This is an optimization exercise on Yosys and OpenROAD, whose aim is small area and a short achievable clock period, not a production implementation.
In this exercise RTL edits were held to simulation tests only and were not proved equivalent to the original.
Power and IR drop assume default switching activity.

cedar:
## fixedFloatConversion
module fixedFloatConversion(
  input wire clk,
  input wire rst,
  input wire[31:0] targetnumber,
  input wire[4:0] fixpointpos,
  input wire opcode,
  output reg[31:0] result);
wire        s  = targetnumber[31];
wire [30:0] t  = targetnumber[30:0];
wire        nz = |t;
wire [4:0] lz;
lzc32 ulz (.w({t ^ {31{s}}, 1'b1}), .lz(lz));
wire [9:0] d     = 10'd150 - {5'd0, fixpointpos} - {2'd0, targetnumber[30:23]};
wire       valid = (d[9:5] == 5'd0);
wire [4:0] bsh   = ~d[4:0];
wire [54:0] xa = {t, 24'd0};
wire [54:0] xb = {31'd0, 1'b1, t[22:0]};
wire [4:0]  sh = opcode ? bsh : lz;
wire pa1 = ~opcode & lz[4];
wire pa0 = ~opcode & ~lz[4];
wire pb1 = opcode & bsh[4];
wire pb0 = opcode & ~bsh[4];
wire [54:16] x1 = ({39{pa1}} & xa[38:0]) | ({39{pa0}} & xa[54:16])
                | ({39{pb1}} & xb[38:0]) | ({39{pb0}} & xb[54:16]);
wire [54:24] x2 = sh[3] ? x1[46:16] : x1[54:24];
wire [54:28] x3 = sh[2] ? x2[50:24] : x2[54:28];
wire [54:30] x4 = sh[1] ? x3[52:28] : x3[54:30];
wire [54:31] y  = sh[0] ? x4[53:30] : x4[54:31];
wire st = (~sh[2] & |x2[27:24]) | (~sh[1] & |x3[29:28]) | (~sh[0] & x4[30]);
wire        cin = ~opcode & st;
wire [24:0] vp;                  
prefix_or #(.N(25)) pb (.a({y[54:31], cin}), .y(vp));
wire [23:0] low = y[54:31] ^ ({24{s}} & vp[23:0]);
wire        pow2 = s & (&(t[30:1] | ~t[29:0]));
wire [7:0]  e  = 8'd157 - {3'd0, fixpointpos} - {3'd0, lz} + {7'd0, pow2};
wire keep = opcode ? valid : nz;
always @(posedge clk) begin
  result[22:0]  <= keep ? low[22:0] : 23'd0;
  result[30:23] <= keep ? (opcode ? {{7{s & vp[24]}}, low[23]} : e) : 8'd0;
  result[31]    <= keep & s & (~opcode | vp[24]);
end
endmodule
export LEC_CHECK = 0
export ABC_AREA = 1
export CAP_MARGIN = 20
export CORE_MARGIN = 2
export CORE_UTILIZATION = 40
export SETUP_SLACK_MARGIN = 3
export SLEW_MARGIN = 20
export TNS_END_PERCENT = 0
create_clock -name core_clock -period 9.0 [get_ports {clk}]
standard.sh (not shown) runs the stock make flow with config.mk's settings and CLKGATE_MAP_FILE= SYNTH_SCRIPT=/design/flow/synth_recipe.tcl, a recipe that flattens the netlist after the stock synthesis.
==> flow/flow/run.sh <==
#!/bin/bash
# Standard layout with two changes:
#  - synthesis maps with the ABC script flow/map.abc (registers untouched:
#    abc runs without -dff, so the standard synthesis's flip-flops remain);
#  - the port buffers are the smallest buffer cell.
set -euo pipefail
W=$(pwd)
export BUFFER_PORTS_ARGS="-buffer_cell sky130_fd_sc_hd__buf_1"
{
  echo 'proc abc {args} {'
  echo '  set i [lsearch $args -script]'
  echo "  if {\$i >= 0} { lset args [expr {\$i+1}] $W/flow/map.abc }"
  echo '  yosys abc {*}$args'
  echo '}'
  cat "$W/synth_recipe.tcl"
} > "$W/my_synth.tcl"
sed -E "s#'?SYNTH_SCRIPT=[^ ']*'?#SYNTH_SCRIPT=$W/my_synth.tcl#" "$W/standard.sh" > "$W/my_standard.sh"
grep -q "SYNTH_SCRIPT=$W/my_synth.tcl" "$W/my_standard.sh"
bash "$W/my_standard.sh" > "$W/standard.log" 2>&1
==> flow/flow/map.abc <==
strash
dch -f
map -B 0.9
The following lists how ember was set up differently from cedar:
Settings: swapping 3 for 3.3 in SETUP_SLACK_MARGIN.
==> flow/flow/map.abc <==
strash
dch -f
map -B 0.9
topo
stime -c
buffer -c
Results
Number of vias per cell was lower in ember than in cedar. Register share of the cell area: ember vs cedar down 0.24 points. Delta (ember minus cedar): vias after detailed routing grew by 93; post-detailed-placement cell area grew by about 0.43%. In ember, the number of non-filler instances in the completed layout came out 34 above the value in cedar. ember ends up with higher number of instances in the synthesized netlist than cedar does. Post-synthesis instance area (cedar / ember): 0.886. ember vs cedar on synthesis-to-finish area growth: ember is the lower one. ember was carried through to the last stage, and its layout satisfied the timing, DRC and antenna checks. cedar went all the way through the flow, and no timing, DRC or antenna check failed. Lower utilization among cedar and ember: ember. cedar tops out at a lower clock frequency than ember.
#### Input delta (raven over ember)
Settings: a change of SETUP_SLACK_MARGIN from 3.3 to 3.9.
diff --git a/flow/flow/run.sh b/flow/flow/run.sh
--- a/flow/flow/run.sh
+++ b/flow/flow/run.sh
@@ -4,3 +4,4 @@
 #    abc runs without -dff, so the standard synthesis's flip-flops remain);
-#  - the port buffers are the smallest buffer cell.
+#  - the port buffers are the smallest buffer cell;
+#  - no adder cells (ADDER_MAP_FILE empty): abc maps the adders as logic.
 set -euo pipefail
@@ -8,2 +9,4 @@
 export BUFFER_PORTS_ARGS="-buffer_cell sky130_fd_sc_hd__buf_1"
+# no half/full adder cells: the adders are left to abc as plain logic
+export ADDER_MAP_FILE=""
 {
==> flow/flow/map.abc <==
strash
dch -f
map -B 0.9
Findings:
- Combinational logic power in raven is about 0.8% below ember.
- Summary of the comparison: met3 wire length is higher in raven, relative to ember.
- The transition at the pin with the smallest max-transition slack in raven sits 180 ps below the value recorded for ember.
- raven vs ember — global-route wire length before repair dropped by a few percent
- [raven vs ember] final cycle utilization of the critical path: lower in raven
- The cell with the largest stage delay on the worst path comes out sky130_fd_sc_hd__ha_1 in one run and sky130_fd_sc_hd__buf_1 in the other, namely in ember and raven respectively.
--- input diff raven..nickel ---
Settings: SETUP_SLACK_MARGIN: 3.9 -> 3.
diff --git a/flow/flow/run.sh b/flow/flow/run.sh
--- a/flow/flow/run.sh
+++ b/flow/flow/run.sh
@@ -4,4 +4,3 @@
 #    abc runs without -dff, so the standard synthesis's flip-flops remain);
-#  - the port buffers are the smallest buffer cell;
-#  - no adder cells (ADDER_MAP_FILE empty): abc maps the adders as logic.
+#  - the port buffers are the smallest buffer cell.
 set -euo pipefail
@@ -9,4 +8,2 @@
 export BUFFER_PORTS_ARGS="-buffer_cell sky130_fd_sc_hd__buf_1"
-# no half/full adder cells: the adders are left to abc as plain logic
-export ADDER_MAP_FILE=""
 {
==> flow/flow/map.abc <==
strash
dch -f
map -B 0.9
topo
dnsize -c
--- outcome ---
nickel: flow completed, timing, DRC and antenna clean. nickel does worse than raven on shortest clock period the worst path allows after layout. Relative to raven, synthesized-area fraction occupied by ao, oa, aoi and oai cells has decreased by 2.7 points in nickel. nickel — number of detailed-route iterations in the first pass 2 higher, raven as reference. Compared to raven, the router laid down less metal wire for nickel.
diff inputs: nickel => indigo
==> flow/flow/map.abc <==
strash
dch -f
map -D 3000
[summary]
indigo reports a lower final non-filler cell area than nickel does.
indigo vs nickel: filler cell count down by more than 10%
Delta (indigo minus nickel): multiplexer share of the synthesized area higher; number of antenna violations at the first check in global routing roughly the same.
Fraction of power consumed by combinational cells, nickel and indigo, higher one = indigo.
The initial DRC count number comes out higher for nickel vs indigo.
Of indigo and nickel, it is indigo that has the lower proportion of power drawn by the clock network.

## afterwards: timing with drivers on the ports
Ports are ideal in the flow. The routed layouts listed here were re-timed in OpenROAD.
Step 1: set_driving_cell puts a clkbuf_16 on clk and a buf_2 on each other input, an assumption about the parent block.
Step 2 moves the port delays by t, midway between the first and last clock arrival at a register: inputs arrive t later, outputs are due t later. That takes back most of the time a late clock gives input paths.
a / b / c = ideal ports / drivers / drivers and shift; a / b = the first two.
run	t, ns	slack for setup (ns)	worst setup path after step 2	clock arrival spread, ns	worst register clock-pin slew, ns
cedar	0.314	3.452 / 3.462 / 3.148	input to register	0.004 / 0.004	0.05 / 0.05
ember	0.315	3.702 / 3.718 / 3.403	input to register	0.003 / 0.003	0.05 / 0.05
raven	0.328	4.140 / 4.153 / 3.825	input to register	0.011 / 0.011	0.07 / 0.07
nickel	0.312	3.409 / 3.421 / 3.109	input to register	0.002 / 0.002	0.05 / 0.05
indigo	0.311	3.178 / 3.162 / 2.851	input to register	0.007 / 0.006	0.07 / 0.07
After both steps every run listed still meets setup and hold. For indigo, which loses most, drivers alone change the setup slack by -0.016 ns; drivers and shift together by -0.327 ns.
